Source: an optimization exercise on an open RTL-to-GDS flow (aim: small area, a short achievable clock period and few clock cycles per item). Production flows keep margins and buffers that such runs may drop. RTL that was checked went through simulation tests only; none was proved equivalent to the original. For run 2, only the layout was checked, not whether the RTL still works. In every run shown here, the design's own scripts or RTL, not TritonCTS, make the clock network. The clock input has no modelled driver; a real chip could not lean on it and would need a root buffer or a full tree. Power is estimated from default activity; no workload was simulated.

--- design/flow/flow/abc_own.script ---
strash
dch
map -a
mfs2
strash
dch
map -a
topo
stime -c
buffer -c
upsize -c
dnsize -c
--- design/flow/config.mk ---
export PLATFORM = sky130hd
export DESIGN_NAME = automaton
export DESIGN_NICKNAME = automaton
export VERILOG_FILES = /design/flow/design.v
export SDC_FILE = /design/flow/constraint.sdc
export NUM_CORES = 8
export LEC_CHECK = 0
export ABC_AREA = 1
export CAP_MARGIN = 20
export CORE_MARGIN = 2
export CORE_UTILIZATION = 50
export GPL_ROUTABILITY_DRIVEN = 1
export GPL_TIMING_DRIVEN = 1
export PLACE_DENSITY = 0.6
export SLEW_MARGIN = 20
export SYNTH_HIERARCHICAL = 1
--- design/flow/flow/run.sh ---
#!/bin/bash
set -euo pipefail
bash standard.sh SYNTH_SCRIPT=$(pwd)/flow/synth_own.tcl SETUP_SLACK_MARGIN=7.2 BUFFER_PORTS_ARGS="-buffer_cell sky130_fd_sc_hd__buf_1" PRE_CTS_TCL=$(pwd)/flow/own_cts.tcl  finish > standard.log 2>&1
--- design/flow/design.v ---
`timescale 1ns / 1ps
module automaton_rule(
    input  [31:0] rule,
    input  [15:0] sel,          
    output        n0,
    output        n1);
    wire [15:0] e0, e1;
    genvar i;
    generate
        for (i = 0; i < 16; i = i + 1) begin : g
            assign e0[i] = rule[{i[3:1], 1'b0, i[0]}];
            assign e1[i] = rule[{i[3:1], 1'b1, i[0]}];
        end
    endgenerate
    assign n0 = |(sel & e0);
    assign n1 = |(sel & e1);
endmodule
module automaton_pick(
    input         world_in,
    input         ch0,
    input         ch1,
    input         is_read,
    input  [12:0] wr,           
    input  [12:0] rd,           
    output        do_wr,
    output [12:0] nxt);
    assign do_wr = is_read & (world_in ? ch1 : ch0);
    assign nxt   = do_wr ? wr : rd;
endmodule
module automaton(
    input               clk,
    input               rst,
    input      [31:0]   rule,
    output reg [5:0]    row,
    output reg [5:0]    col,
    output reg          world_we,
    input               world_in,
    output reg          world_out,
    output reg          update_done);
    reg [17:0] sr;          
    reg [63:0] st;          
    reg        c0, c1;      
    reg        halo;        
    reg        first;       
    wire       is_read = ~world_we;
    wire [2:0] s_ = row[5:3];
    wire [2:0] j_ = row[2:0];
    wire       rh = is_read & halo;             
    wire       rd = is_read & ~halo;            
    wire       col0  = (col == 6'd0);
    wire       col63 = (col == 6'd63);
    wire       j7 = (j_ == 3'd7);
    wire [2:0] sd = rh ? (col63 ? 3'd0 : 3'd7) : {2'b00, j7} + {2'b00, ~is_read & col63};
    wire [5:0] nr_row = {s_ + sd, rh ? j_ : j_ + 3'd1};
    wire [5:0] nr_col = col + {5'd0, ~rd};
    wire       nr_halo = ~rh & j7;
    wire       mW    = rd ? (col == 6'd1) : col0;              
    wire       j0    = rh | j7;                                
    wire       q     = (rd & col0) ? (s_ == 3'd0) : (s_ == 3'd7);
    wire       mN    = rh ? (s_ == 3'd1) : (j7 & q);           
    wire       mS    = ~rh & (j_ == 3'd6) & q;                 
    wire       tS = is_read ? sr[6]  : sr[7];
    wire       tC = is_read ? sr[7]  : sr[8];
    wire       tN = is_read ? sr[8]  : sr[9];
    wire       tW = is_read ? sr[16] : sr[17];
    wire       bN = (j0 ? st[63] : tN) & ~mN;
    wire       bW = tW & ~mW;
    wire       bS = tS & ~mS;
    wire       n0, n1;
    automaton_rule lut(.rule(rule), .sel(16'd1 << {bN, bW, tC, bS}),
                       .n0(n0), .n1(n1));
    wire       valid = ~halo & ~(first & col0);
    wire       ch0 = valid & (c0 ^ sr[8]);
    wire       ch1 = valid & ((col0 ? c0 : c1) ^ sr[8]);
    wire [5:0] wr_row = {col0 ? s_ - 3'd1 : s_, j_};
    wire       do_wr;
    wire [5:0] n_row, n_col;
    wire       n_halo;
    automaton_pick pick(.world_in(world_in), .ch0(ch0), .ch1(ch1),
                        .is_read(is_read),
                        .wr(rst ? 13'd0 : {wr_row, col - 6'd1, 1'b0}),
                        .rd(rst ? 13'd0 : {nr_row, nr_col, nr_halo}),
                        .do_wr(do_wr), .nxt({n_row, n_col, n_halo}));
    always @(posedge clk) begin
        if (is_read)
            sr <= {sr[16:0], world_in};
        if (is_read & ~halo & (row[2:0] == 3'd0))
            st <= {st[62:0], sr[1]};
        world_out <= ~sr[8];
        row <= n_row;
        col <= n_col;
        halo <= n_halo;
        world_we <= do_wr & ~rst;
        c0 <= n0;
        c1 <= n1;
        if (rst) begin
            first <= 1'b1;
            update_done <= 1'b0;
        end else begin
            first <= first & col0;
            update_done <= is_read & halo & ~first & (row == 6'd8) & (col == 6'd0);
        end
    end
endmodule
--- design/flow/standard.sh ---
#!/bin/bash
# synth_recipe.tcl (not shown) runs the flow's synth.tcl, then flattens the netlist and writes it again
# the make line also repeats each setting of config.mk as NAME=value (left out here)
make -C /OpenROAD-flow-scripts/flow DESIGN_CONFIG=/design/flow/config.mk WORK_HOME=/design/flow/orfs CLKGATE_MAP_FILE= SYNTH_SCRIPT=/design/flow/synth_recipe.tcl "${@:-finish}"
--- design/flow/flow/synth_own.tcl ---
# The standard synthesis script (synth_recipe.tcl), with one change: ABC
# maps the top module with abc_own.script (beside this file: map -a and mfs2,
# for area) and the two small modules that carry the late inputs (rule and
# world_in) with ORFS's own script. Registers, their names and their cell
# types are the standard synthesis's.
set own_abc_script [file normalize [file join [file dirname [info script]] abc_own.script]]
proc synth {args} { yosys synth -nofsm -noshare {*}$args }
proc abc {args} {
  set i [lsearch -exact $args -script]
  if {$i < 0} { yosys abc {*}$args; return }
  set late {automaton_pick}
  set own $args
  lset own [expr {$i + 1}] $::own_abc_script
  yosys abc {*}$own automaton automaton_rule
  yosys abc {*}$args {*}$late
}
source $::env(SCRIPTS_DIR)/synth.tcl
# left out here: clear keep_hierarchy, flatten, clean up, hide names made inside functions, write 1_2_yosys.v
--- design/flow/constraint.sdc ---
create_clock -name core_clock -period 10.0 [get_ports {clk}]
set_input_delay 2.0000 -clock core_clock [delete_from_list [all_inputs] [get_ports {clk}]]
set_output_delay 2.0000 -clock core_clock [all_outputs]
set_load 0.01 [all_outputs]
--- design/flow/flow/own_cts.tcl ---
# Own clock tree, sourced as PRE_CTS_TCL. The clock port drives 4 clock
# buffers directly, and each buffer drives the clock pins of one group of
# flip-flops. With OWN_CTS_INV1 and OWN_CTS_INV2 set, each buffer is instead a
# pair of inverters: the port drives the first, the first drives only the
# second, and the second drives the group. The groups come from two cuts of
# the placed flip-flops: one across x or y, then one across each half the
# other way. The cut positions are searched so that the group with the
# largest estimated load (pin capacitance plus the wire of a minimum spanning
# tree) is as light as it can be. Every flip-flop is the same number of stages
# from the clock port.
# The tree is built in place of TritonCTS, that is after the CTS step's
# repair_clock_inverters (which would otherwise copy the inverters next to
# every flip-flop); the rest of the CTS step (legalisation, repair_timing)
# runs as usual.

# estimated load of a group in fF: 1.8 fF per clock pin, 0.12 fF per um of
# the minimum spanning tree over the pins (Prim)
proc own_cts_cost {pts} {
  set n [llength $pts]
  if {$n == 0} { return 0 }
  set xs [lmap p $pts {lindex $p 0}]
  set ys [lmap p $pts {lindex $p 1}]
  set in [lrepeat $n 0]
  set d [lrepeat $n 1e18]
  lset d 0 0
  set tot 0.0
  for {set k 0} {$k < $n} {incr k} {
    set best -1; set bd 1e18
    for {set i 0} {$i < $n} {incr i} {
      if {![lindex $in $i] && [lindex $d $i] < $bd} { set bd [lindex $d $i]; set best $i }
    }
    lset in $best 1
    set tot [expr {$tot + $bd}]
    set bx [lindex $xs $best]; set by [lindex $ys $best]
    for {set i 0} {$i < $n} {incr i} {
      if {![lindex $in $i]} {
        set dd [expr {abs([lindex $xs $i] - $bx) + abs([lindex $ys $i] - $by)}]
        if {$dd < [lindex $d $i]} { lset d $i $dd }
      }
    }
  }
  return [expr {1.8 * $n + 0.12 * $tot}]
}

# cut a list of {x y iterm} at fraction f along axis (0: x, 1: y)
proc own_cts_cut {pts axis f} {
  set pts [lsort -real -index $axis $pts]
  set k [expr {int(round([llength $pts] * $f))}]
  return [list [lrange $pts 0 [expr {$k - 1}]] [lrange $pts $k end]]
}

proc own_cts_build {} {
  set db [ord::get_db]
  set block [ord::get_db_block]
  set bufcell sky130_fd_sc_hd__clkbuf_16
  if {[info exists ::env(OWN_CTS_BUF)]} { set bufcell $::env(OWN_CTS_BUF) }
  set master [$db findMaster $bufcell]
  set inv1 ""
  if {[info exists ::env(OWN_CTS_INV1)] && [info exists ::env(OWN_CTS_INV2)]} {
    set inv1 [$db findMaster $::env(OWN_CTS_INV1)]
    set inv2 [$db findMaster $::env(OWN_CTS_INV2)]
  }
  set clknet [$block findNet clk]
  set dbu [$block getDbUnitsPerMicron]

  set sinks {}
  foreach it [$clknet getITerms] {
    set bb [[$it getInst] getBBox]
    set x [expr {([$bb xMin] + [$bb xMax]) / 2.0 / $dbu}]
    set y [expr {([$bb yMin] + [$bb yMax]) / 2.0 / $dbu}]
    lappend sinks [list $x $y $it]
  }
  puts "own_cts: [llength $sinks] clock sinks"

  set fracs {0.38 0.40 0.42 0.44 0.46 0.48 0.50 0.52 0.54 0.56 0.58 0.60 0.62}
  set best {}
  set bestcost 1e18
  foreach axis {0 1} {
    foreach f1 $fracs {
      set sub {}
      set worst 0
      foreach h [own_cts_cut $sinks $axis $f1] {
        set hb {}; set hc 1e18
        foreach f2 $fracs {
          set q [own_cts_cut $h [expr {1 - $axis}] $f2]
          set c [expr {max([own_cts_cost [lindex $q 0]], [own_cts_cost [lindex $q 1]])}]
          if {$c < $hc} { set hc $c; set hb $q }
        }
        lappend sub {*}$hb
        set worst [expr {max($worst, $hc)}]
      }
      if {$worst < $bestcost} { set bestcost $worst; set best $sub }
    }
  }
  puts "own_cts: worst estimated group load [format %.1f $bestcost] fF"

  set i 0
  foreach g $best {
    set sx 0.0; set sy 0.0
    foreach p $g { set sx [expr {$sx + [lindex $p 0]}]; set sy [expr {$sy + [lindex $p 1]}] }
    set cx [expr {int($sx / [llength $g] * $dbu)}]
    set cy [expr {int($sy / [llength $g] * $dbu)}]
    set net [odb::dbNet_create $block "clknet_own_$i"]
    $net setSigType CLOCK
    if {$inv1 eq ""} {
      set inst [odb::dbInst_create $block $master "clkbuf_own_$i"]
      [$inst findITerm A] connect $clknet
      [$inst findITerm X] connect $net
      set placed [list $inst]
    } else {
      set a [odb::dbInst_create $block $inv1 "clkinv_own_a$i"]
      set b [odb::dbInst_create $block $inv2 "clkinv_own_b$i"]
      set mid [odb::dbNet_create $block "clknet_own_m$i"]
      $mid setSigType CLOCK
      [$a findITerm A] connect $clknet
      [$a findITerm Y] connect $mid
      [$b findITerm A] connect $mid
      [$b findITerm Y] connect $net
      set placed [list $b $a]
    }
    foreach p $g {
      set it [lindex $p 2]
      $it disconnect
      $it connect $net
    }
    set dx 0
    foreach inst $placed {
      $inst setLocation [expr {$cx + $dx}] $cy
      $inst setPlacementStatus PLACED
      set dx [expr {$dx + [[$inst getMaster] getWidth]}]
    }
    puts "own_cts: group $i at ($cx, $cy): [llength $g] sinks, estimated [format %.1f [own_cts_cost $g]] fF"
    incr i
  }
}

# With OWN_OUTBUF set, the port buffers of the outputs (which start as buf_1,
# like those of the inputs) are swapped for that buffer before the tree is
# built; the CTS step's legalisation places them.
proc own_outbuf {} {
  if {![info exists ::env(OWN_OUTBUF)]} { return }
  set block [ord::get_db_block]
  set master [[ord::get_db] findMaster $::env(OWN_OUTBUF)]
  foreach bt [$block getBTerms] {
    if {[$bt getIoType] ne "OUTPUT"} { continue }
    set drv [[$bt getNet] getFirstOutput]
    if {$drv eq "NULL" || $drv eq ""} { continue }
    set inst [$drv getInst]
    if {[string match "*buf_1" [[$inst getMaster] getName]]} {
      $inst swapMaster $master
    }
  }
}

rename clock_tree_synthesis tritoncts_unused
proc clock_tree_synthesis {args} {
  own_outbuf
  own_cts_build
  puts "own_cts: clock tree built by own_cts.tcl, TritonCTS skipped"
  set_propagated_clock [all_clocks]
}
==> results of run 1 <==
## flip-flops by register name, indices dropped and copies added (netlist names)
signal       count
st              64
world_out        1
sr              18
halo             1
c0               1
first            1
col              6
update_done      1
c1               1
row              6
world_we         1
## per-module statistics from Yosys, one instance, submodules excluded
module	copies in the design	cell area [sq um]
automaton_pick	1	249
automaton_rule	1	203
automaton	1	3840
## cell families after synthesis
logic type                 after synthesis
and+or+nand+nor                        136
DFF                                    101
AOI/OAI and AO/OA                       54
buffers and inverters                   43
adders and majority gates               16
xor gates and xnor gates                 1
other                                    1
## cell type report
type	count	share of cell area
Buffer	4	0.0212
Tap cell	105	0.0278
Timing Repair Buffer	53	0.0463
Inverter	36	0.0307
Timing Repair inverter	1	0.00159
Multi-Input combinational cell	208	0.267
Sequential cell	101	0.605
## path summary, 6_finish.rpt
check | slack [ns] | endpoint
min reg2reg | 0.42 | st[62]$_DFFE_PP_
max reg2reg | 7.47 | row[5]$_DFF_P_
min | 0.42 | st[62]$_DFFE_PP_
max | 7.24 | col[5]
## cells in the final DEF (no fill, tap or decap), types with 2 or more instances in the layout
master and instances:
sky130_fd_sc_hd__edfxtp_1 82, sky130_fd_sc_hd__nand2_1 52, sky130_fd_sc_hd__buf_1 47, sky130_fd_sc_hd__nor2_1 36
sky130_fd_sc_hd__inv_1 30, sky130_fd_sc_hd__nand3_1 22, sky130_fd_sc_hd__a21oi_1 18, sky130_fd_sc_hd__ha_1 15
sky130_fd_sc_hd__o21ai_0 13, sky130_fd_sc_hd__dfxtp_2 10, sky130_fd_sc_hd__a22o_1 8, sky130_fd_sc_hd__a221oi_2 8
sky130_fd_sc_hd__dfxtp_1 8, sky130_fd_sc_hd__nor3_1 6, sky130_fd_sc_hd__buf_4 5, sky130_fd_sc_hd__nand4_1 4
sky130_fd_sc_hd__nor2_4 4, sky130_fd_sc_hd__nand2_2 4, sky130_fd_sc_hd__clkbuf_16 4, sky130_fd_sc_hd__clkinvlp_4 3
sky130_fd_sc_hd__inv_2 3, sky130_fd_sc_hd__nor4_1 2, sky130_fd_sc_hd__nand2_4 2, sky130_fd_sc_hd__o21a_1 2
## timing repair
item | in CTS | in global routing
gates cloned | 1 | 0
resized for setup | 13 | 5
setup endpoints to repair | 19 | 6
setup buffers | 1 | 1
## metal layers
metal,vias to the layer above,track usage,share of wire
li1,1339,-,-
met1,1254,0.246,0.52
met2,43,0.224,0.43
met3,5,0.0166,0.038
met4,0,0.0130,0.0065
met5,-,0,0
## metrics by stage
| step | instances | total power, mW | setup slack (ns) | utilization | hold WS (ns) |
|---|---|---|---|---|---|
| floorplan | 352 | 1.35 | 7.22 | - | 0.400 |
| global placement | 501 | 1.50 | 6.61 | 0.554 | 0.401 |
| detailed placement | 501 | 1.51 | 6.56 | 0.554 | 0.405 |
| CTS | 507 | 1.69 | 7.21 | 0.571 | 0.422 |
| global route | 508 | 1.80 | 7.20 | 0.572 | 0.427 |
| finish | 508 | 1.68 | 7.24 | 0.572 | 0.417 |
## report_power, final
group | switching, mW | internal, mW
logic | 0.442 | 0.186
registers | 0.0916 | 0.790
clock network | 0.0954 | 0.0734
==> reports/results.ini, run 1 <==
[status]
outcome = timing/DRC/antenna clean

[timing]
finalMaxSlewViolations = 0
final.period_utilization = 0.276
min_period_ns = 2.76
worst-slew-pin-transition_ns = 0.755
finalSetupViolations = 0
fmax_mhz = 362
fin_skew_ns = 0.0118
totalNegativeSetupSlack_ns = 0
grt_setup_unrepaired = false
slew_headroom = 0.496
finalHoldViolCount = 0

[critical_path]
data_arrival_time_of_the_critical_path_ns = 0.76
reg2regPathDepth = 14
timing.critical_path.buf_inv = 1
startpoint = col[5]$_DFF_P_
worst-path-stages = 1
critical_path.cell_chain = buf_1
cp-end-kind = primary output
crit_path_max_fanout = 5
critical_path.startpoint_type = flop
worst_path_dominant_cell_family = flip-flops
worst_path_max_delay_cell = sky130_fd_sc_hd__dfxtp_1
cpPeakStageDelay_ns = 0.43
critical_path_class = reg2out
critPathRequiredTime_ns = 8.00
worst_reg2reg_path_startpoint = col[3]$_DFF_P_

[detailed_routing]
route.final.wire_length_um = 7280
avgViaCountPerCell = 5.20
post-route-drc-count = 0
num_vias = 2641
avgRoutedWirePerCell_um = 14.3
ant_nets = 0
dr.first_iter.drc_count = 131
drt-pass1-iter-count = 4

[final_layout]
final_cell_area_excluding_filler_cells_sq_um = 4730
fill_cells = 722
seqCellArea_sq_um = 2860
area.growth.synth_to_final_pct = 10.2
layout.nets = 456
drive_above_1_share = 0.129
multi_input_area_sq_um = 1260
total_inserted_antenna_cells = 0

[synthesis]
synthMuxAreaShare = 0
synth-edff-count = 82
syn_area_sq_um = 4290
yosysSeqAreaShare = 0.663
yosysTopAreaCellShare = 0.574
yosysWarnings = 7
post-synth-top-count-cell = sky130_fd_sc_hd__edfxtp_1
netlist.top_cell.by_area = sky130_fd_sc_hd__edfxtp_1
synthesized_nets = 403
syn-instance-count = 352
syn_area_per_cell_sq_um = 12.2
postSynth.asyncResetShare = 0
synth_compound_gate_area_share = 0.0933
synth_common_cells = 82 x sky130_fd_sc_hd__edfxtp_1, 52 x sky130_fd_sc_hd__nand2_1, 37 x sky130_fd_sc_hd__nor2_1
synthAdderAreaFrac = 0.0484
combinational_family_with_the_most_area_after_synthesis = simple AND/OR/NAND/NOR gates
synth-xor-area-share = 0.00204
synth-simple-area-share = 0.148
number_of_unique_standard_cell_types_used_by_synthesis = 35
primary_flip_flop_cell_chosen_by_synthesis_mapping = sky130_fd_sc_hd__edfxtp_1
postSynthRegisterBits = 101
synthTopCellsByArea = sky130_fd_sc_hd__edfxtp_1 57%, sky130_fd_sc_hd__dfxtp_1 8.9%, sky130_fd_sc_hd__nand2_1 4.6%

[grt]
grt_antenna_before_repair = 0
grt_first_pass_wirelength_um = 11900
grt_start_max_net_pins = 65
grt_overflow = 0
track_usage = 0.149
first_global_vias = 2450

[die]
die_y_extent_um = 96.6
floorplan.core_area_sq_um = 8260
io_pins = 50
die-area_sq_um = 9340
die_w_um = 96.6
effective_utilization_at_floorplan = 0.519
num_rows = 33

[placement]
dpl_cell_area_sq_um = 4570
gp_congestion = 0.843
dpl.hpwl_um = 4860
portBuffers = 49

[clock_tree]
cts-hold-fix-buffers = 0
cts.clk_slew.worst_paths_ns = 0.10
clk-insertion-delay-late_ns = 0.16

[power_and_ir_drop]
power_density_cells_nw_per_um2 = 355
vdd_drop_max_v = 0.000167
p_leak_nw = 1.79

[hold_path]
worstHoldPathType = reg2reg
worst_hold_startpoint = st[61]$_DFFE_PP_
min_path_cells = 0

[job]
max_cap_violations = 0

Testbench counts, summed over its fixed seeds: cycles 2,499,633, generations 384.
==> run 2, diff against run 1 <==
--- a/design/flow/design.v
+++ b/design/flow/design.v
@@ -43,5 +43,5 @@
     reg        halo;        
     reg        first;       
-    wire       is_read = ~world_we;
+    reg        is_read;     
     wire [2:0] s_ = row[5:3];
     wire [2:0] j_ = row[2:0];
@@ -92,4 +92,5 @@
         halo <= n_halo;
         world_we <= do_wr & ~rst;
+        is_read <= ~(do_wr & ~rst);
         c0 <= n0;
         c1 <= n1;
==> design/flow/flow/run.sh (replaced) <==
#!/bin/bash
set -euo pipefail
bash standard.sh SETUP_SLACK_MARGIN=7.25 BUFFER_PORTS_ARGS="-buffer_cell sky130_fd_sc_hd__buf_1" PRE_CTS_TCL=$(pwd)/flow/own_cts.tcl  finish > standard.log 2>&1
removed: design/flow/flow/abc_own.script
removed: design/flow/flow/synth_own.tcl
==> run 2 against run 1 <==
Net effect:
- still clean
- first-iteration DRC count is 40% higher
- critical path depth unchanged
- clock power hardly changed
- maximum frequency grew 1.8%
- sequential cell count grew 1
- via count is 7.2% higher
- sequential power increased by 1%
- largest cell class unchanged
- largest power group unchanged
==> reports/results.ini, run 2 <==
[status]
outcome = timing/DRC/antenna clean

[power_and_ir_drop]
power_density_cells_nw_per_um2 = 349  ; -1.6%
vdd_drop_max_v = 0.000166  ; -0.56%
p_leak_nw = 1.98  ; +11%

[final_layout]
area.growth.synth_to_final_pct = 10.4
layout.nets = 519  ; +14%
top_flop_regs = st: 64 flops, sr: 18 flops
largest_register_ff_count = 64  ; unchanged
mostFrequentLayoutCells = 114 x sky130_fd_sc_hd__nand2_1, 82 x sky130_fd_sc_hd__edfxtp_1, 43 x sky130_fd_sc_hd__buf_1
most_common_library_cell_in_the_layout_ignoring_fill_and_taps = sky130_fd_sc_hd__nand2_1
regMostFlops = st
drive_above_1_share = 0.133  ; +0.00401
total_inserted_antenna_cells = 0  ; unchanged

[critical_path]
critPathRequiredTime_ns = 8.00  ; about the same
worst_path_max_delay_cell = sky130_fd_sc_hd__dfxtp_4
crit_path_max_fanout = 8  ; +3
critical_path_class = reg2out
critical_path.startpoint_type = flop
timing.critical_path.buf_inv = 1  ; unchanged
cp-end-kind = primary output
cpPeakStageDelay_ns = 0.41  ; -0.02 ns
data_arrival_time_of_the_critical_path_ns = 0.72  ; -0.04 ns
critical_path.cell_chain = clkbuf_2
worst_path_dominant_cell_family = flip-flops

[die]
die-area_sq_um = 9690  ; +3.8%
die_w_um = 98.4  ; +1.9%
die_y_extent_um = 98.4  ; +1.9%
effective_utilization_at_floorplan = 0.514  ; -0.00555
io_pins = 50  ; unchanged
num_rows = 34  ; +3.0%
floorplan.core_area_sq_um = 8680  ; +5.1%

[synthesis]
syn_area_per_cell_sq_um = 10.8  ; -12%
synthesized_nets = 465  ; +15%
postSynthRegisterBits = 102  ; +0.99%
synth-edff-count = 82  ; unchanged
syn_area_sq_um = 4460  ; +4.0%
post-synth-top-count-cell = sky130_fd_sc_hd__nand2_1
primary_flip_flop_cell_chosen_by_synthesis_mapping = sky130_fd_sc_hd__edfxtp_1
yosysWarnings = 7  ; unchanged
synth_common_cells = 114 x sky130_fd_sc_hd__nand2_1, 82 x sky130_fd_sc_hd__edfxtp_1, 39 x sky130_fd_sc_hd__inv_1
postSynth.asyncResetShare = 0  ; unchanged
syn-instance-count = 414  ; +18%
yosysSeqAreaShare = 0.642  ; -0.0208
yosysTopAreaCellShare = 0.552  ; -0.0219
number_of_unique_standard_cell_types_used_by_synthesis = 34  ; -2.9%
synthTopCellsByArea = sky130_fd_sc_hd__edfxtp_1 55%, sky130_fd_sc_hd__nand2_1 9.6%, sky130_fd_sc_hd__dfxtp_1 9.0%
netlist.top_cell.by_area = sky130_fd_sc_hd__edfxtp_1

[timing]
worst-slew-pin-transition_ns = 0.760  ; +0.00457 ns
final.period_utilization = 0.272  ; -0.00484
fin_skew_ns = 0.0133  ; +0.00152 ns
totalNegativeSetupSlack_ns = 0  ; unchanged
finalHoldViolCount = 0  ; unchanged
worst_hold_slack_ns = 0.420  ; +0.00344 ns
finalSetupViolations = 0  ; unchanged
min_period_ns = 2.72  ; -0.0484 ns
grt_setup_unrepaired = true
slew_headroom = 0.493  ; -0.00305
fmax_mhz = 368  ; +1.8%
finalMaxSlewViolations = 0  ; unchanged

[detailed_routing]
avgRoutedWirePerCell_um = 12.8  ; -10%
avgViaCountPerCell = 4.93  ; -5.2%
ant_nets = 0  ; unchanged
drt-pass1-iter-count = 4  ; unchanged
dr.first_iter.drc_count = 183  ; +40%
route.final.wire_length_um = 7370  ; +1.3%
post-route-drc-count = 0  ; unchanged
num_vias = 2830  ; +7.2%

[grt]
grt_first_pass_wirelength_um = 12300  ; +3.3%
first_global_vias = 2651  ; +8.2%
grt_start_max_net_pins = 65  ; unchanged
grt_antenna_before_repair = 0  ; unchanged
grt_overflow = 0  ; unchanged
track_usage = 0.151  ; +0.00130

[placement]
portBuffers = 49  ; unchanged
dpl.hpwl_um = 4920  ; +1.4%
gp_congestion = 0.907  ; +7.6%

[clock_tree]
cts.clk_slew.worst_paths_ns = 0.10  ; about the same
clk-insertion-delay-late_ns = 0.16  ; about the same
cts-hold-fix-buffers = 0  ; unchanged

[hold_path]
worstHoldPathType = reg2reg

[job]
max_cap_violations = 0  ; unchanged

==> run 2: repair_timing <==
action                                  CTS  global route
gates resized for setup                  13            14
buffers inserted                          1             0
cloned                                    1             0
endpoints found under the setup margin   22            23
==> run 2: modules after synthesis, one instance, submodules excluded <==
module	flops+latches	copies in the design	area [sq um]
automaton	102	1	3940
automaton_rule	0	1	268
automaton_pick	0	1	249
==> run 2: per-stage QoR <==
stage / cells / cell area [sq um] / utilization / total power [mW] / setup WS, ns
2_1_floorplan: 414 / 4470 / - / 1.39 / 7.27
3_3_place_gp: 568 / 4760 / 0.549 / 1.54 / 6.70
3_5_place_dp: 568 / 4760 / 0.549 / 1.55 / 6.70
4_1_cts: 574 / 4900 / 0.564 / 1.73 / 7.25
5_1_grt: 574 / 4920 / 0.567 / 1.87 / 7.24
6_report: 574 / 4920 / 0.567 / 1.72 / 7.28
==> run 2: area by class of cell <==
cell class / instances / area (sq um)
buffer: 4 / 100
fill: 785 / 3750
inverter: 47 / 190
multi-input combinational: 260 / 1390
sequential: 102 / 2890
tap: 108 / 135
timing repair buffer: 52 / 216
timing repair inverter: 1 / 7.51
==> run 2: cell families after synthesis <==
logic type,synth area share
buffers and inverters,0.0502
adders and majority gates,0.0466
DFF,0.642
other,0.000841
and+or+nand+nor,0.219
xor gates and xnor gates,0.00196
AOI/OAI and AO/OA,0.0398
==> run 2: report_power, final <==
part / leakage (nW) / internal (mW) / switching [mW]
Clock: 0.0493 / 0.0734 / 0.0949
Combinational: 0.957 / 0.186 / 0.475
Sequential: 0.977 / 0.799 / 0.0923
==> run 2: routing by layer <==
metal | share of wire | track usage | vias to the layer above
met5 | 0 | 0 | -
met4 | 0.010 | 0.0190 | 0
met3 | 0.045 | 0.00993 | 6
met2 | 0.44 | 0.246 | 58
met1 | 0.51 | 0.232 | 1286
li1 | - | - | 1480
==> run 2: path summary, 6_finish.rpt <==
path	startpoint	to	slack (ns)	cells past startpoint
setup / recovery	col[4]$_DFF_P_	col[4]	7.28	1
hold reg to reg	st[1]$_DFFE_PP_	st[2]$_DFFE_PP_	0.42	0
setup reg to reg	is_read$_DFF_P_	row[5]$_DFF_P_	7.50	12
hold / removal	st[1]$_DFFE_PP_	st[2]$_DFFE_PP_	0.42	0
==> run 3, diff against run 2 <==
--- a/design/flow/design.v
+++ b/design/flow/design.v
@@ -43,5 +43,5 @@
     reg        halo;        
     reg        first;       
-    reg        is_read;     
+    wire       is_read = ~world_we;
     wire [2:0] s_ = row[5:3];
     wire [2:0] j_ = row[2:0];
@@ -92,5 +92,4 @@
         halo <= n_halo;
         world_we <= do_wr & ~rst;
-        is_read <= ~(do_wr & ~rst);
         c0 <= n0;
         c1 <= n1;
==> design/flow/flow/run.sh (replaced) <==
#!/bin/bash
set -euo pipefail
bash standard.sh SYNTH_SCRIPT=$(pwd)/flow/synth_own.tcl SETUP_SLACK_MARGIN=7.25 BUFFER_PORTS_ARGS="-buffer_cell sky130_fd_sc_hd__buf_1" PRE_CTS_TCL=$(pwd)/flow/own_cts.tcl OWN_ABC_PICK=speed finish > standard.log 2>&1
==> design/flow/flow/abc_own.script (new file) <==
strash
dch
map -a
mfs2
strash
dch
map -a
topo
stime -c
buffer -c
upsize -c
dnsize -c
==> design/flow/flow/synth_own.tcl (new file) <==
# The standard synthesis script (synth_recipe.tcl), with one change to the
# ABC mapping: the top module and the rule lookup are mapped with
# abc_own.script (beside this file: map -a and mfs2, for area), and the module
# that carries the late inputs world_in and rst (automaton_pick) with ORFS's
# own script (abc_area.script, or abc_speed.script with OWN_ABC_PICK=speed).
# Registers, their names and their cell types are the standard synthesis's.
set own_abc_script [file normalize [file join [file dirname [info script]] abc_own.script]]
proc synth {args} { yosys synth -nofsm -noshare {*}$args }
proc abc {args} {
  set i [lsearch -exact $args -script]
  if {$i < 0} { yosys abc {*}$args; return }
  set own $args
  lset own [expr {$i + 1}] $::own_abc_script
  yosys abc {*}$own automaton automaton_rule
  set late $args
  if {[info exists ::env(OWN_ABC_PICK)] && $::env(OWN_ABC_PICK) eq "speed"} {
    lset late [expr {$i + 1}] $::env(SCRIPTS_DIR)/abc_speed.script
  }
  yosys abc {*}$late automaton_pick
}
source $::env(SCRIPTS_DIR)/synth.tcl
# left out here: clear keep_hierarchy, flatten, clean up, hide names made inside functions, write 1_2_yosys.v
==> run 3 against run 2 <==
Net effect:
- largest power group unchanged
- worst setup slack got worse by 0.13 ns
- largest cell class unchanged
- critical endpoint is now col[1]$_DFF_P_
- via count fell by 9.4%
- critical path type is now in2reg
- worst hold slack got worse by 0.0035 ns
- maximum frequency fell by 4.6%
==> reports/results.ini, run 3 <==
[timing]
final.period_utilization = 0.285  ; +0.0130
totalNegativeSetupSlack_ns = 0  ; unchanged
grt_setup_unrepaired = true
worst-slew-pin-transition_ns = 0.764  ; +0.00366 ns
finalSetupViolations = 0  ; unchanged
fin_skew_ns = 0.0102  ; -0.00307 ns
min_period_ns = 2.85  ; +0.130 ns
finalHoldViolCount = 0  ; unchanged
slew_headroom = 0.491  ; -0.00244
setup_ws_ns = 7.15  ; -0.130 ns
fmax_mhz = 351  ; -4.6%
worst_hold_slack_ns = 0.417  ; -0.00347 ns
finalMaxSlewViolations = 0  ; unchanged

[synthesis]
synth-edff-count = 82  ; unchanged
yosysSeqAreaShare = 0.666  ; +0.0237
yosysTopAreaCellShare = 0.577  ; +0.0244
post-synth-top-count-cell = sky130_fd_sc_hd__edfxtp_1
yosysWarnings = 7  ; unchanged
synth_common_cells = 82 x sky130_fd_sc_hd__edfxtp_1, 37 x sky130_fd_sc_hd__nor2_1, 31 x sky130_fd_sc_hd__inv_1
synthTopCellsByArea = sky130_fd_sc_hd__edfxtp_1 58%, sky130_fd_sc_hd__dfxtp_1 8.9%, sky130_fd_sc_hd__ha_1 4.4%
syn_area_per_cell_sq_um = 13.5  ; +25%
netlist.top_cell.by_area = sky130_fd_sc_hd__edfxtp_1
postSynthRegisterBits = 101  ; -0.98%
synthesized_nets = 368  ; -21%
postSynth.asyncResetShare = 0  ; unchanged
syn-instance-count = 317  ; -23%
syn_area_sq_um = 4270  ; -4.2%
number_of_unique_standard_cell_types_used_by_synthesis = 36  ; +5.9%
primary_flip_flop_cell_chosen_by_synthesis_mapping = sky130_fd_sc_hd__edfxtp_1

[power_and_ir_drop]
netSwitchingPower_mw = 0.665  ; +0.46%
vdd_drop_max_v = 0.000183  ; +11%
p_sw_frac = 0.364  ; -0.0206
power.share.sequential = 0.485  ; -0.033
comb_power_share = 0.423  ; +0.039
power_density_cells_nw_per_um2 = 375  ; +7.3%
p_int_mw = 1.16  ; +9.7%
pwr-share-clk = 0.092  ; -0.006
power.total_mw = 1.83  ; +6.1%
p_leak_nw = 1.86  ; -6.4%

[grt]
grt_overflow = 0  ; unchanged
grt_first_pass_wirelength_um = 11700  ; -5.1%
gr-max-usage-layer = met1
grt_antenna_before_repair = 0  ; unchanged
grt.met3_usage = 0.00931  ; -0.000620
first_global_vias = 2361  ; -11%
track_usage = 0.158  ; +0.00725
grt_start_max_net_pins = 65  ; unchanged
grtUsageMet1 = 0.254  ; +0.0216
groute.layer.met2.usage = 0.241  ; -0.00463

[detailed_routing]
num_vias = 2563  ; -9.4%
drt-pass1-iter-count = 4  ; unchanged
avgViaCountPerCell = 5.26  ; +6.7%
dr.first_iter.drc_count = 155  ; -15%
ant_nets = 0  ; unchanged
post-route-drc-count = 0  ; unchanged
route.final.wire_length_um = 7390  ; +0.28%
avgRoutedWirePerCell_um = 15.2  ; +18%

[final_layout]
mostFrequentLayoutCells = 82 x sky130_fd_sc_hd__edfxtp_1, 41 x sky130_fd_sc_hd__buf_1, 36 x sky130_fd_sc_hd__nor2_1
area.growth.synth_to_final_pct = 14.1
layout.nets = 435  ; -16%
final_cell_area_excluding_filler_cells_sq_um = 4870  ; -1.0%
regMostFlops = st
fill_cells = 705  ; -10%
largest_register_ff_count = 64  ; unchanged
drive_above_1_share = 0.220  ; +0.0868
most_common_library_cell_in_the_layout_ignoring_fill_and_taps = sky130_fd_sc_hd__edfxtp_1
fin_util = 0.590  ; +0.0227
total_inserted_antenna_cells = 0  ; unchanged
final-instance-count-excl-fill = 487  ; -15%
top_flop_regs = st: 64 flops, sr: 18 flops

[clock_tree]
clk-insertion-delay-late_ns = 0.16  ; about the same
cts-hold-fix-buffers = 0  ; unchanged
cts.clk_slew.worst_paths_ns = 0.10  ; about the same

[die]
floorplan.core_area_sq_um = 8260  ; -4.8%
num_rows = 33  ; -2.9%
effective_utilization_at_floorplan = 0.517  ; +0.00328
die_w_um = 96.4  ; -2.1%
die_y_extent_um = 96.4  ; -2.1%
die-area_sq_um = 9300  ; -4.1%
io_pins = 50  ; unchanged

[hold_path]
worstHoldPathType = reg2reg

[status]
outcome = timing/DRC/antenna clean

[critical_path]
critPathMostFrequentCell = sky130_fd_sc_hd__mux2_4
r2r_setup_slack_ns = 7.40  ; -0.10 ns
critPathRequiredTime_ns = 10.05  ; +2.05 ns
worst_path_max_delay_cell = sky130_fd_sc_hd__mux2_4
crit_path_max_fanout = 7  ; -1
worst_path_dominant_cell_family = multiplexers
cp-end-kind = flop
critical_path_class = in2reg
timing.critical_path.buf_inv = 1  ; unchanged
data_arrival_time_of_the_critical_path_ns = 2.90  ; +2.18 ns
critical_path.cell_chain = buf_8 > mux2_4 > nand2_8 > mux2_4
cpPeakStageDelay_ns = 0.36  ; -0.05 ns
critical_path.startpoint_type = input port

[placement]
dp.cells = 467  ; -18%
place_worst_setup_slack_ns = 6.45  ; -0.247 ns
gp_congestion = 0.823  ; -9.2%
dpl_cell_area_sq_um = 4560  ; -4.3%
dpl.hpwl_um = 4680  ; -5.0%
portBuffers = 49  ; unchanged

[job]
max_cap_violations = 0  ; unchanged

run 3: changes by cell type after synthesis, sizes merged, moves of 3 or more:
cell / delta
a22o: +8
nand3: -18
a221oi: +9
a21oi: +3
inv: -13
nand2: -93
nand4: -3
mux2: +14
nor2: -4
run 3: worst reg2reg max path: cells and delay by family, from the launching register on:
family	cells	cell delay [ns]
flip-flops	1	0.39
buffers and inverters	1	0.07
adder cells (fa/ha/maj)	3	0.80
XOR/XNOR	1	0.15
AND/OR/NAND/NOR	5	0.63
AO/OA/AOI/OAI	2	0.23
multiplexers	1	0.25
run 3: layout make-up:
| cell class | count | area, sq um | area share |
|---|---|---|---|
| plain buffers | 4 | 100 | 0.0205 |
| inverters | 33 | 134 | 0.0275 |
| flip-flops and latches | 101 | 2870 | 0.588 |
| repair inverters | 1 | 5.00 | 0.00103 |
| repair buffers | 64 | 330 | 0.0678 |
| multi-input cells | 179 | 1310 | 0.268 |
| well taps | 105 | 131 | 0.0270 |
run 3: power by group through the flow:
stage	Clock (mW)	Combinational, mW	Sequential [mW]
floorplan	0	0.543	0.863
global placement	0	0.662	0.890
CTS	0.174	0.744	0.893
global route	0.188	0.856	0.912
detailed placement	0	0.673	0.888
finish	0.168	0.772	0.886
run 3: path summary, 6_finish.rpt:
| path | from | to | cells past startpoint |
|---|---|---|---|
| worst max-delay path | world_in | col[1]$_DFF_P_ | 4 |
| worst min-delay path | st[60]$_DFFE_PP_ | st[61]$_DFFE_PP_ | 0 |
| worst max register to register | col[3]$_DFF_P_ | row[5]$_DFF_P_ | 13 |
| worst min register to register | st[60]$_DFFE_PP_ | st[61]$_DFFE_PP_ | 0 |
run 3: logic make-up (layout without fill, tap and decap cells):
group	after synthesis	after routing	share of synthesized area
compound gates	54	54	0.0938
xor+xnor	1	1	0.00205
fa+ha+maj	16	16	0.0486
buf+inv	38	102	0.0396
flops	101	101	0.666
mux	14	14	0.0457
other cells	1	1	0.000878
simple gates	92	93	0.104
run 3: what timing repair did:
item | in CTS | in global routing
pin swaps | 2 | 2
cloned | 2 | 0
resized for setup | 28 | 12
endpoints found under the hold margin | 0 | 0
setup buffers | 6 | 8
setup endpoints to repair | 28 | 25
run 3: Yosys stat by module, one instance, submodules excluded:
module	cells inside	cell area [sq um]	flops+latches	times used
automaton_pick	17	230	0	1
automaton_rule	18	203	0	1
automaton	282	3840	101	1
run 3: metal layers:
layer / vias up / routed length [um] / share of wire
met4: 0 / 144 / 0.019
met3: 12 / 258 / 0.035
li1: 1265 / - / -
met1: 1230 / 3720 / 0.50
met5: - / 0 / 0
met2: 56 / 3270 / 0.44
Testbench counts of run 3, summed over its fixed seeds: cycles 2,499,633, generations 384.
==> run 4, diff against run 3 <==
==> design/flow/flow/run.sh (replaced) <==
#!/bin/bash
set -euo pipefail
bash standard.sh SYNTH_SCRIPT=$(pwd)/flow/synth_own.tcl SETUP_SLACK_MARGIN=7.25 BUFFER_PORTS_ARGS="-buffer_cell sky130_fd_sc_hd__buf_1" PRE_CTS_TCL=$(pwd)/flow/own_cts.tcl  finish > standard.log 2>&1
==> run 4 against run 3 <==
Net effect:
- highest routed layer unchanged
- via count increased by 1.4%
- maximum frequency increased by 4.6%
- synthesized cell count increased by 11%
- cell area decreased by 2.7%
- largest cell class unchanged
- worst hold slack improved by 0.0020 ns
==> reports/results.ini, run 4 <==
[timing]
totalNegativeSetupSlack_ns = 0  ; unchanged
min_period_ns = 2.72  ; -0.125 ns
slew_headroom = 0.496  ; +0.00526
finalHoldViolCount = 0  ; unchanged
worst-slew-pin-transition_ns = 0.756  ; -0.00789 ns
fin_skew_ns = 0.0122  ; +0.00201 ns
final.period_utilization = 0.272  ; -0.0125
finalSetupViolations = 0  ; unchanged
worst_hold_slack_ns = 0.419  ; +0.00195 ns
finalMaxSlewViolations = 0  ; unchanged
fmax_mhz = 368  ; +4.6%
grt_setup_unrepaired = false

[synthesis]
yosysWarnings = 7  ; unchanged
primary_flip_flop_cell_chosen_by_synthesis_mapping = sky130_fd_sc_hd__edfxtp_1
post-synth-top-count-cell = sky130_fd_sc_hd__edfxtp_1
number_of_unique_standard_cell_types_used_by_synthesis = 35  ; -2.8%
netlist.top_cell.by_area = sky130_fd_sc_hd__edfxtp_1
synth_common_cells = 82 x sky130_fd_sc_hd__edfxtp_1, 52 x sky130_fd_sc_hd__nand2_1, 37 x sky130_fd_sc_hd__nor2_1
synth-edff-count = 82  ; unchanged
yosysSeqAreaShare = 0.663  ; -0.00291
syn_area_sq_um = 4290  ; +0.44%
postSynth.asyncResetShare = 0  ; unchanged
postSynthRegisterBits = 101  ; unchanged
yosysTopAreaCellShare = 0.574  ; -0.00252
syn-instance-count = 352  ; +11%
synthTopCellsByArea = sky130_fd_sc_hd__edfxtp_1 57%, sky130_fd_sc_hd__dfxtp_1 8.9%, sky130_fd_sc_hd__nand2_1 4.6%
synthesized_nets = 403  ; +9.5%
syn_area_per_cell_sq_um = 12.2  ; -9.5%

[placement]
dpl.hpwl_um = 4790  ; +2.5%
dpl_cell_area_sq_um = 4570  ; +0.36%
gp_congestion = 0.851  ; +3.4%
portBuffers = 49  ; unchanged

[critical_path]
cp-end-kind = primary output
critical_path.cell_chain = buf_1
crit_path_max_fanout = 5  ; -2
critical_path.startpoint_type = flop
worst_path_max_delay_cell = sky130_fd_sc_hd__dfxtp_2
worst_path_dominant_cell_family = flip-flops
critPathRequiredTime_ns = 8.00  ; -2.05 ns
cpPeakStageDelay_ns = 0.40  ; +0.04 ns
timing.critical_path.buf_inv = 1  ; unchanged
critical_path_class = reg2out
data_arrival_time_of_the_critical_path_ns = 0.72  ; -2.18 ns

[die]
floorplan.core_area_sq_um = 8260  ; unchanged
die_w_um = 96.6  ; +0.21%
die-area_sq_um = 9340  ; +0.43%
io_pins = 50  ; unchanged
num_rows = 33  ; unchanged
die_y_extent_um = 96.6  ; +0.21%
effective_utilization_at_floorplan = 0.519  ; +0.00227

[job]
max_cap_violations = 0  ; unchanged

[detailed_routing]
num_vias = 2598  ; +1.4%
avgRoutedWirePerCell_um = 14.4  ; -5.3%
ant_nets = 0  ; unchanged
avgViaCountPerCell = 5.12  ; -2.6%
dr.first_iter.drc_count = 150  ; -3.2%
route.final.wire_length_um = 7290  ; -1.4%
post-route-drc-count = 0  ; unchanged
drt-pass1-iter-count = 4  ; unchanged

[clock_tree]
cts.clk_slew.worst_paths_ns = 0.10  ; about the same
clk-insertion-delay-late_ns = 0.16  ; about the same
cts-hold-fix-buffers = 0  ; unchanged

[final_layout]
drive_above_1_share = 0.139  ; -0.0806
top_flop_regs = st: 64 flops, sr: 18 flops
regMostFlops = st
most_common_library_cell_in_the_layout_ignoring_fill_and_taps = sky130_fd_sc_hd__edfxtp_1
seqCellArea_sq_um = 2870  ; +0.22%
multi_input_area_sq_um = 1270  ; -2.9%
mostFrequentLayoutCells = 82 x sky130_fd_sc_hd__edfxtp_1, 52 x sky130_fd_sc_hd__nand2_1, 43 x sky130_fd_sc_hd__buf_1
final_cell_area_excluding_filler_cells_sq_um = 4740  ; -2.7%
fill_cells = 723  ; +2.6%
layout.nets = 455  ; +4.6%
total_inserted_antenna_cells = 0  ; unchanged
area.growth.synth_to_final_pct = 10.5
largest_register_ff_count = 64  ; unchanged

[grt]
grt_overflow = 0  ; unchanged
grt_antenna_before_repair = 0  ; unchanged
track_usage = 0.153  ; -0.00483
first_global_vias = 2482  ; +5.1%
grt_first_pass_wirelength_um = 12100  ; +3.8%
grt_start_max_net_pins = 65  ; unchanged

[power_and_ir_drop]
power_density_cells_nw_per_um2 = 355  ; -5.2%
vdd_drop_max_v = 0.000181  ; -1.5%
p_leak_nw = 1.81  ; -2.6%

[hold_path]
worstHoldPathType = reg2reg

[status]
outcome = timing/DRC/antenna clean

==> run 4: cell count changes in the layout (fill, tap and decap cells not counted), moves of 3 or more <==
cell / previous run / this run
sky130_fd_sc_hd__dfxtp_2: 10 / 6
sky130_fd_sc_hd__nand3_1: 9 / 22
sky130_fd_sc_hd__inv_1: 27 / 30
sky130_fd_sc_hd__clkbuf_2: 5 / 2
sky130_fd_sc_hd__dfxtp_4: 3 / 6
sky130_fd_sc_hd__mux2_4: 13 / 0
sky130_fd_sc_hd__buf_4: 13 / 4
sky130_fd_sc_hd__buf_6: 3 / 0
sky130_fd_sc_hd__nand2_1: 23 / 52
==> run 4: per-module statistics from Yosys, one instance, submodules excluded <==
module	times used	cells inside	area, sq um
automaton	1	282	3840
automaton_rule	1	18	203
automaton_pick	1	52	249
==> run 4: path summary, 6_finish.rpt <==
path	startpoint	end	slack, ns	cells after the start
setup reg to reg	world_we$_DFF_P_	c0$_DFF_P_	7.49	10
setup / recovery	row[5]$_DFF_P_	row[5]	7.28	1
hold reg to reg	st[53]$_DFFE_PP_	st[54]$_DFFE_PP_	0.42	0
hold / removal	st[53]$_DFFE_PP_	st[54]$_DFFE_PP_	0.42	0
==> run 4: area by class of cell <==
class	instances	share of cell area
multi-input combinational	208	0.268
sequential	101	0.606
buffer	4	0.0211
inverter	36	0.0304
timing repair buffer	53	0.0472
tap	105	0.0277
==> run 4: logic make-up (layout without fill, tap and decap cells) <==
logic type,Yosys count,in the layout,share of synthesized area
compound gates,54,54,0.0934
xor+xnor,1,1,0.00204
fa+ha+maj,16,16,0.0484
buf+inv,43,93,0.0443
flops,101,101,0.663
other cells,1,1,0.000874
simple gates,136,136,0.148
==> run 4: per-layer routing <==
layer / routed length, um / vias to the layer above / global-route usage / share of wire
met2: 3100 / 48 / 0.229 / 0.43
met4: 74 / 0 / 0.0228 / 0.010
met1: 3780 / 1207 / 0.249 / 0.52
li1: - / 1336 / - / -
met3: 332 / 7 / 0.0159 / 0.046
met5: 0 / - / 0 / 0
==> run 4: through the flow <==
step | setup WS, ns | total power [mW] | util | std cells
6_report | 7.28 | 1.68 | 0.574 | 507
2_1_floorplan | 7.26 | 1.35 | - | 352
4_1_cts | 7.25 | 1.69 | 0.571 | 507
3_3_place_gp | 6.75 | 1.50 | 0.554 | 501
5_1_grt | 7.25 | 1.82 | 0.574 | 507
3_5_place_dp | 6.73 | 1.50 | 0.554 | 501
==> run 4: power by group <==
| group | switching, mW | internal (mW) | total, mW |
|---|---|---|---|
| sequential | 0.0926 | 0.793 | 0.886 |
| combinational | 0.442 | 0.189 | 0.631 |
| clock | 0.0949 | 0.0734 | 0.168 |
==> run 4: worst reg2reg max path: stages, from the launching register on <==
cell                         delay [ns]
sky130_fd_sc_hd__dfxtp_4           0.37
sky130_fd_sc_hd__clkinvlp_4        0.24
sky130_fd_sc_hd__buf_4             0.34
sky130_fd_sc_hd__nand2_1           0.09
sky130_fd_sc_hd__a221oi_1          0.35
sky130_fd_sc_hd__nand2_2           0.21
sky130_fd_sc_hd__inv_4             0.14
sky130_fd_sc_hd__nor2_1            0.07
sky130_fd_sc_hd__a22o_1            0.23
sky130_fd_sc_hd__a221oi_2          0.19
sky130_fd_sc_hd__nand4_1           0.14
==> run 4: what timing repair did <==
item	in CTS	in global routing
buffers inserted	2	0
resized for setup	16	12
endpoints found under the hold margin	0	0
endpoints found under the setup margin	29	20
==> run 5, diff against run 4 <==
--- a/design/flow/config.mk
+++ b/design/flow/config.mk
@@ -9,8 +9,8 @@
 export CAP_MARGIN = 20
 export CORE_MARGIN = 2
-export CORE_UTILIZATION = 50
+export CORE_UTILIZATION = 40
 export GPL_ROUTABILITY_DRIVEN = 1
 export GPL_TIMING_DRIVEN = 1
-export PLACE_DENSITY = 0.6
+export PLACE_DENSITY = 0.45
 export SLEW_MARGIN = 20
 export SYNTH_HIERARCHICAL = 1
==> run 5 against run 4 <==
Net effect:
- largest power group unchanged
- synthesized cell count stayed put
- routed wire length is 4.0% higher
- utilization is 11 points lower
- final cell count is 6.1% higher
==> reports/results.ini, run 5 <==
[synthesis]
synthMuxAreaShare = 0  ; unchanged
synth-edff-count = 82  ; unchanged
syn_area_per_cell_sq_um = 12.2  ; unchanged
syn-instance-count = 352  ; unchanged
synth_compound_gate_area_share = 0.0933  ; unchanged
yosysWarnings = 7  ; unchanged
post-synth-top-count-cell = sky130_fd_sc_hd__edfxtp_1
number_of_unique_standard_cell_types_used_by_synthesis = 35  ; unchanged
postSynthRegisterBits = 101  ; unchanged
combinational_family_with_the_most_area_after_synthesis = simple AND/OR/NAND/NOR gates
yosysSeqAreaShare = 0.663  ; unchanged
yosysTopAreaCellShare = 0.574  ; unchanged
synth-simple-area-share = 0.148  ; unchanged
synthTopCellsByArea = sky130_fd_sc_hd__edfxtp_1 57%, sky130_fd_sc_hd__dfxtp_1 8.9%, sky130_fd_sc_hd__nand2_1 4.6%
synth-xor-area-share = 0.00204  ; unchanged
synthesized_nets = 403  ; unchanged
postSynth.asyncResetShare = 0  ; unchanged
netlist.top_cell.by_area = sky130_fd_sc_hd__edfxtp_1
primary_flip_flop_cell_chosen_by_synthesis_mapping = sky130_fd_sc_hd__edfxtp_1
syn_area_sq_um = 4290  ; unchanged
synth_common_cells = 82 x sky130_fd_sc_hd__edfxtp_1, 52 x sky130_fd_sc_hd__nand2_1, 37 x sky130_fd_sc_hd__nor2_1
synthAdderAreaFrac = 0.0484  ; unchanged

[grt]
grt_start_max_net_pins = 65  ; unchanged
grt_first_pass_wirelength_um = 12200  ; +0.85%
first_global_vias = 2389  ; -3.7%
gr-max-usage-layer = met1
grt_antenna_before_repair = 0  ; unchanged
groute.layer.met2.usage = 0.203  ; -0.0266
grt_overflow = 0  ; unchanged
track_usage = 0.130  ; -0.0233
grt.met3_usage = 0.00484  ; -0.0111
grtUsageMet1 = 0.206  ; -0.0422

[timing]
worst-slew-pin-transition_ns = 0.778  ; +0.0219 ns
fmax_mhz = 369  ; +0.47%
finalHoldViolCount = 0  ; unchanged
worst_hold_slack_ns = 0.420  ; +0.000991 ns
min_period_ns = 2.71  ; -0.0127 ns
final.period_utilization = 0.271  ; -0.00127
finalMaxSlewViolations = 0  ; unchanged
grt_setup_unrepaired = true
totalNegativeSetupSlack_ns = 0  ; unchanged
fin_skew_ns = 0.0121  ; -0.000132 ns
slew_headroom = 0.481  ; -0.0146
finalSetupViolations = 0  ; unchanged

[final_layout]
fill_cells = 995  ; +38%
mostFrequentLayoutCells = 82 x sky130_fd_sc_hd__edfxtp_1, 52 x sky130_fd_sc_hd__nand2_1, 40 x sky130_fd_sc_hd__buf_1
regMostFlops = st
layout.nets = 455  ; unchanged
total_inserted_antenna_cells = 0  ; unchanged
area.growth.synth_to_final_pct = 11.6
drive_above_1_share = 0.149  ; +0.00995
most_common_library_cell_in_the_layout_ignoring_fill_and_taps = sky130_fd_sc_hd__edfxtp_1
final_cell_area_excluding_filler_cells_sq_um = 4790  ; +0.98%
largest_register_ff_count = 64  ; unchanged
top_flop_regs = st: 64 flops, sr: 18 flops

[hold_path]
hold_path_end = st[47]$_DFFE_PP_
min_path_cells = 0  ; unchanged
worst_hold_startpoint = st[46]$_DFFE_PP_
worstHoldPathType = reg2reg

[die]
die-area_sq_um = 11600  ; +24%
floorplan.core_area_sq_um = 10400  ; +26%
io_pins = 50  ; unchanged
die_w_um = 108  ; +11%
die_y_extent_um = 108  ; +11%
num_rows = 37  ; +12%
effective_utilization_at_floorplan = 0.414  ; -0.106

[detailed_routing]
num_vias = 2607  ; +0.35%
ant_nets = 0  ; unchanged
dr.first_iter.drc_count = 103  ; -31%
drt-pass1-iter-count = 4  ; unchanged
route.final.wire_length_um = 7580  ; +4.0%
avgViaCountPerCell = 4.85  ; -5.4%
post-route-drc-count = 0  ; unchanged
avgRoutedWirePerCell_um = 14.1  ; -2.0%

[critical_path]
reg2regPathDepth = 13  ; +3
critPathRequiredTime_ns = 8.00  ; about the same
timing.critical_path.buf_inv = 1  ; unchanged
data_arrival_time_of_the_critical_path_ns = 0.71  ; about the same
r2r_setup_slack_ns = 7.53  ; +0.04 ns
crit_path_max_fanout = 8  ; +3
critical_path.cell_chain = buf_2
critical_path_class = reg2out
worst_reg2reg_path_startpoint = world_we$_DFF_P_
worst_path_max_delay_cell = sky130_fd_sc_hd__dfxtp_4
cp-end-kind = primary output
reg2reg_to = row[5]$_DFF_P_
cpPeakStageDelay_ns = 0.40  ; about the same
critical_path.startpoint_type = flop
worst_path_dominant_cell_family = flip-flops

[power_and_ir_drop]
vdd_drop_max_v = 0.000139  ; -23%
power.total_mw = 1.69  ; +0.13%
power_density_cells_nw_per_um2 = 352  ; -0.84%
p_leak_nw = 1.82  ; +0.68%

[clock_tree]
clk-insertion-delay-late_ns = 0.16  ; about the same
cts-hold-fix-buffers = 0  ; unchanged
cts.clk_slew.worst_paths_ns = 0.10  ; about the same

[status]
outcome = timing/DRC/antenna clean

[job]
max_cap_violations = 0  ; unchanged

[placement]
dpl_cell_area_sq_um = 4610  ; +0.85%
dpl.hpwl_um = 4990  ; +4.1%
gp_congestion = 0.785  ; -7.7%
portBuffers = 49  ; unchanged

## run 5: cell counts after synthesis
No cell type changed its count.
## run 5: through the flow
step	setup slack [ns]	util	instances
5_1_grt	7.24	0.462	538
2_1_floorplan	7.26	-	352
6_report	7.29	0.462	538
3_3_place_gp	6.69	0.445	532
3_5_place_dp	6.69	0.445	532
4_1_cts	7.25	0.457	536
## run 5: cell type report
cell class / count / area [sq um] / area share
Inverter: 36 / 143 / 0.0298
Multi-Input combinational cell: 208 / 1270 / 0.265
Timing Repair Buffer: 53 / 231 / 0.0484
Sequential cell: 101 / 2880 / 0.601
Buffer: 4 / 100 / 0.0209
Tap cell: 136 / 170 / 0.0355
## run 5: kinds of logic after synthesis
family | after synthesis
buffers and inverters | 43
XOR/XNOR | 1
other | 1
AO/OA/AOI/OAI | 54
adder cells (fa/ha/maj) | 16
flip-flops | 101
AND/OR/NAND/NOR | 136
## run 5: repair_timing
item	in CTS	in global routing
endpoints found under the hold margin	0	0
buffers inserted	0	2
endpoints found under the setup margin	28	25
resized for setup	17	17
## run 5: power by group
group          leakage (nW)  switching [mW]  total, mW  internal (mW)
sequential            0.970          0.0919      0.885          0.793
clock                0.0493          0.0948      0.168         0.0734
combinational         0.801           0.445      0.633          0.188
## run 5: worst reg2reg max path: stages (launching register included)
cell                      delay (ns)
sky130_fd_sc_hd__dfxtp_4        0.38
sky130_fd_sc_hd__inv_1          0.07
sky130_fd_sc_hd__buf_6          0.30
sky130_fd_sc_hd__nor2_1         0.11
sky130_fd_sc_hd__ha_1           0.28
sky130_fd_sc_hd__nand2_1        0.07
sky130_fd_sc_hd__nand2_1        0.06
sky130_fd_sc_hd__ha_1           0.19
sky130_fd_sc_hd__fa_1           0.37
sky130_fd_sc_hd__xnor2_1        0.20
sky130_fd_sc_hd__o21ai_0        0.11
sky130_fd_sc_hd__a21oi_1        0.13
sky130_fd_sc_hd__nand2_1        0.07
sky130_fd_sc_hd__nand2_1        0.07
## run 5: metal layers
| metal | vias to the layer above | wire (um) |
|---|---|---|
| met5 | - | 0 |
| met4 | 0 | 129 |
| met3 | 9 | 217 |
| met2 | 43 | 3350 |
| met1 | 1216 | 3880 |
| li1 | 1339 | - |
## run 5: how the worst max path moves through the flow
stage                startpoint        endpoint  slack (ns)  depth (start not counted)
6_report       world_we$_DFF_P_        world_we        7.29                          1
5_1_grt                     rst  col[3]$_DFF_P_        7.24                          6
4_1_cts        world_we$_DFF_P_        world_we        7.25                          1
3_5_place_dp                rst  row[5]$_DFF_P_        6.69                          6
3_3_place_gp                rst  col[3]$_DFF_P_        6.69                          6
2_1_floorplan               rst  row[5]$_DFF_P_        7.26                          7
## run 5: per-module statistics from Yosys (local to each module, per instance)
| module | cells inside | cell area, sq um | copies in the design |
|---|---|---|---|
| automaton | 282 | 3840 | 1 |
| automaton_pick | 52 | 249 | 1 |
| automaton_rule | 18 | 203 | 1 |
==> run 6, diff against run 5 <==
--- a/design/flow/config.mk
+++ b/design/flow/config.mk
@@ -8,9 +8,10 @@
 export ABC_AREA = 1
 export CAP_MARGIN = 20
+export CELL_PAD_IN_SITES_DETAIL_PLACEMENT = 0
 export CORE_MARGIN = 2
-export CORE_UTILIZATION = 40
+export CORE_UTILIZATION = 58
 export GPL_ROUTABILITY_DRIVEN = 1
 export GPL_TIMING_DRIVEN = 1
-export PLACE_DENSITY = 0.45
+export PLACE_DENSITY = 0.7
 export SLEW_MARGIN = 20
 export SYNTH_HIERARCHICAL = 1
==> run 6 against run 5 <==
Net effect:
- critical path depth is the same
- largest power group unchanged
- worst setup slack lost 0.0064 ns
- synthesized area is the same
- synthesized cell count is the same
- via count grew 1.2%
- cell area shrank 1.2%
==> reports/results.ini, run 6 <==
[timing]
grt_setup_unrepaired = false
fmax_mhz = 368  ; -0.24%
slew_headroom = 0.504  ; +0.0223
finalHoldViolCount = 0  ; unchanged
final.period_utilization = 0.271  ; +0.000642
fin_skew_ns = 0.0137  ; +0.00160 ns
worst-slew-pin-transition_ns = 0.744  ; -0.0334 ns
setup_ws_ns = 7.29  ; -0.00642 ns
totalNegativeSetupSlack_ns = 0  ; unchanged
finalSetupViolations = 0  ; unchanged
worst_hold_slack_ns = 0.416  ; -0.00395 ns
min_period_ns = 2.71  ; +0.00642 ns
finalMaxSlewViolations = 0  ; unchanged

[final_layout]
layout.nets = 455  ; unchanged
mostFrequentLayoutCells = 82 x sky130_fd_sc_hd__edfxtp_1, 52 x sky130_fd_sc_hd__nand2_1, 45 x sky130_fd_sc_hd__buf_1
final-instance-count-excl-fill = 501  ; -6.9%
top_flop_regs = st: 64 flops, sr: 18 flops
area.growth.synth_to_final_pct = 10.2
most_common_library_cell_in_the_layout_ignoring_fill_and_taps = sky130_fd_sc_hd__edfxtp_1
regMostFlops = st
drive_above_1_share = 0.134  ; -0.0149
total_inserted_antenna_cells = 0  ; unchanged
fill_cells = 572  ; -43%
fin_util = 0.655  ; +0.194
final_cell_area_excluding_filler_cells_sq_um = 4730  ; -1.2%
largest_register_ff_count = 64  ; unchanged

[critical_path]
worst_path_max_delay_cell = sky130_fd_sc_hd__dfxtp_1
r2r_setup_slack_ns = 7.42  ; -0.11 ns
cp-end-kind = primary output
critical_path.startpoint_type = flop
reg2regPathDepth = 14  ; +1
data_arrival_time_of_the_critical_path_ns = 0.71  ; about the same
worst_path_dominant_cell_family = flip-flops
timing.critical_path.buf_inv = 1  ; unchanged
crit_path_max_fanout = 4  ; -4
critical_path.cell_chain = clkbuf_2
startpoint = row[1]$_DFF_P_
critical_path_class = reg2out
setup.worst_path.end = row[1]
worst-path-stages = 1  ; unchanged
cpPeakStageDelay_ns = 0.39  ; about the same
reg2reg_to = row[5]$_DFF_P_
worst_reg2reg_path_startpoint = world_we$_DFF_P_
critPathRequiredTime_ns = 8.00  ; about the same

[detailed_routing]
avgViaCountPerCell = 5.26  ; +8.6%
drt-pass1-iter-count = 4  ; unchanged
avgRoutedWirePerCell_um = 14.3  ; +1.3%
dr.first_iter.drc_count = 155  ; +50%
route.final.wire_length_um = 7150  ; -5.7%
post-route-drc-count = 0  ; unchanged
ant_nets = 0  ; unchanged
num_vias = 2637  ; +1.2%

[grt]
grt_antenna_before_repair = 0  ; unchanged
track_usage = 0.169  ; +0.0394
grt.met3_usage = 0.0134  ; +0.00857
grtUsageMet1 = 0.264  ; +0.0576
gr-max-usage-layer = met2
grt_overflow = 0  ; unchanged
first_global_vias = 2364  ; -1.0%
groute.layer.met2.usage = 0.273  ; +0.0708
grt_start_max_net_pins = 65  ; unchanged
grt_first_pass_wirelength_um = 11300  ; -7.5%

[synthesis]
yosysSeqAreaShare = 0.663  ; unchanged
syn-instance-count = 352  ; unchanged
primary_flip_flop_cell_chosen_by_synthesis_mapping = sky130_fd_sc_hd__edfxtp_1
postSynth.asyncResetShare = 0  ; unchanged
syn_area_sq_um = 4290  ; unchanged
synthTopCellsByArea = sky130_fd_sc_hd__edfxtp_1 57%, sky130_fd_sc_hd__dfxtp_1 8.9%, sky130_fd_sc_hd__nand2_1 4.6%
synth_common_cells = 82 x sky130_fd_sc_hd__edfxtp_1, 52 x sky130_fd_sc_hd__nand2_1, 37 x sky130_fd_sc_hd__nor2_1
synthesized_nets = 403  ; unchanged
post-synth-top-count-cell = sky130_fd_sc_hd__edfxtp_1
synth-edff-count = 82  ; unchanged
yosysWarnings = 7  ; unchanged
syn_area_per_cell_sq_um = 12.2  ; unchanged
number_of_unique_standard_cell_types_used_by_synthesis = 35  ; unchanged
netlist.top_cell.by_area = sky130_fd_sc_hd__edfxtp_1
yosysTopAreaCellShare = 0.574  ; unchanged
postSynthRegisterBits = 101  ; unchanged

[die]
die_w_um = 90.0  ; -16%
io_pins = 50  ; unchanged
floorplan.core_area_sq_um = 7210  ; -30%
effective_utilization_at_floorplan = 0.595  ; +0.181
die-area_sq_um = 8100  ; -30%
die_y_extent_um = 90.0  ; -16%
num_rows = 31  ; -16%

[power_and_ir_drop]
vdd_drop_max_v = 0.000210  ; +51%
power.total_mw = 1.68  ; -0.53%
power_density_cells_nw_per_um2 = 355  ; +0.70%
p_leak_nw = 1.80  ; -1.2%

[placement]
dpl_cell_area_sq_um = 4570  ; -1.0%
gp_congestion = 0.833  ; +6.0%
portBuffers = 49  ; unchanged
dp.cells = 495  ; -7.0%
place_worst_setup_slack_ns = 6.75  ; +0.0590 ns
dpl.hpwl_um = 4650  ; -6.7%

[status]
outcome = timing/DRC/antenna clean

[clock_tree]
cts.clk_slew.worst_paths_ns = 0.09  ; about the same
clk-insertion-delay-late_ns = 0.16  ; about the same

[hold_path]
min_path_cells = 0  ; unchanged
worstHoldPathType = reg2reg

[job]
max_cap_violations = 0  ; unchanged

==> run 6: cell counts after synthesis <==
No cell type changed its count.
==> run 6: kinds of logic (layout without fill, tap and decap cells) <==
kind of cell / after synthesis / count (layout) / synth area share
XOR/XNOR: 1 / 1 / 0.00204
other: 1 / 1 / 0.000874
flip-flops: 101 / 101 / 0.663
AND/OR/NAND/NOR: 136 / 136 / 0.148
adder cells (fa/ha/maj): 16 / 16 / 0.0484
AO/OA/AOI/OAI: 54 / 54 / 0.0934
buffers and inverters: 43 / 93 / 0.0443
==> run 6: worst min path at each step <==
stage | from | end | slack, ns
floorplan | sr[10]$_DFFE_PN_ | sr[11]$_DFFE_PN_ | 0.40
global placement | st[55]$_DFFE_PP_ | st[56]$_DFFE_PP_ | 0.40
detailed placement | st[12]$_DFFE_PP_ | st[13]$_DFFE_PP_ | 0.40
CTS | st[3]$_DFFE_PP_ | st[4]$_DFFE_PP_ | 0.42
global route | st[19]$_DFFE_PP_ | st[20]$_DFFE_PP_ | 0.42
finish | st[3]$_DFFE_PP_ | st[4]$_DFFE_PP_ | 0.42
==> run 6: final cells by class <==
type                    count  area, sq um  share of cell area
inverters                  36          146              0.0310
plain buffers               4          100              0.0212
multi-input cells         208         1260               0.267
repair buffers             53          219              0.0463
flip-flops and latches    101         2880               0.608
well taps                  99          124              0.0262
==> run 6: Yosys stat by module (local to each module, per instance) <==
module / cells inside / area (sq um)
automaton_rule: 18 / 203
automaton_pick: 52 / 249
automaton: 282 / 3840
==> run 6: repair_timing <==
action,CTS,global route
setup endpoints to repair,24,18
hold buffers,0,0
setup buffers,2,0
endpoints found under the hold margin,0,0
resized for setup,15,11
==> run 6: power breakdown <==
group | internal (mW) | total, mW | leakage [nW] | switching, mW
Combinational | 0.186 | 0.627 | 0.779 | 0.440
Sequential | 0.793 | 0.886 | 0.970 | 0.0925
Clock | 0.0733 | 0.165 | 0.0493 | 0.0921
==> run 6: per-layer routing <==
layer	up-vias	part of all wire
li1	1338	-
met1	1225	0.47
met2	66	0.46
met3	8	0.052
met4	0	0.012
met5	-	0

what the ideal ports hide:
How much do the figures lean on ideal ports? The routed layouts below were timed once more, with nothing changed but the port constraints.
Step 1 (the two cells are an assumption about what drives the block):
set clk [get_ports {clk}]
set_driving_cell -lib_cell sky130_fd_sc_hd__clkbuf_16 $clk
set_driving_cell -lib_cell sky130_fd_sc_hd__buf_2 [delete_from_list [all_inputs] $clk]
Step 2 also shifts input and output timing later by t, the mid clock arrival at the registers, as if the neighbouring blocks saw the same clock.
Three values: no drivers, after step 1, after step 2; two values: the first two.
run	shift t [ns]	setup WS [ns]	latest minus earliest clock arrival (ns)	worst slew at a driven data input, ns	cell pins on the clock port's net
run 1	0.224	7.236 / 7.165 / 7.113	0.012 / 0.011	0.03	4
run 2	0.226	7.284 / 7.212 / 7.155	0.014 / 0.014	0.03	4
run 3	0.233	7.154 / 7.179 / 6.957	0.011 / 0.011	0.06	4
run 4	0.232	7.280 / 7.203 / 7.190	0.014 / 0.014	0.04	4
run 5	0.228	7.292 / 7.218 / 7.176	0.012 / 0.012	0.04	4
run 6	0.226	7.286 / 7.212 / 7.164	0.014 / 0.013	0.04	4
After both steps setup and hold are still met in every run listed. The setup slack of run 3, which loses most, moves by +0.025 ns with the drivers and by -0.197 ns with both steps.
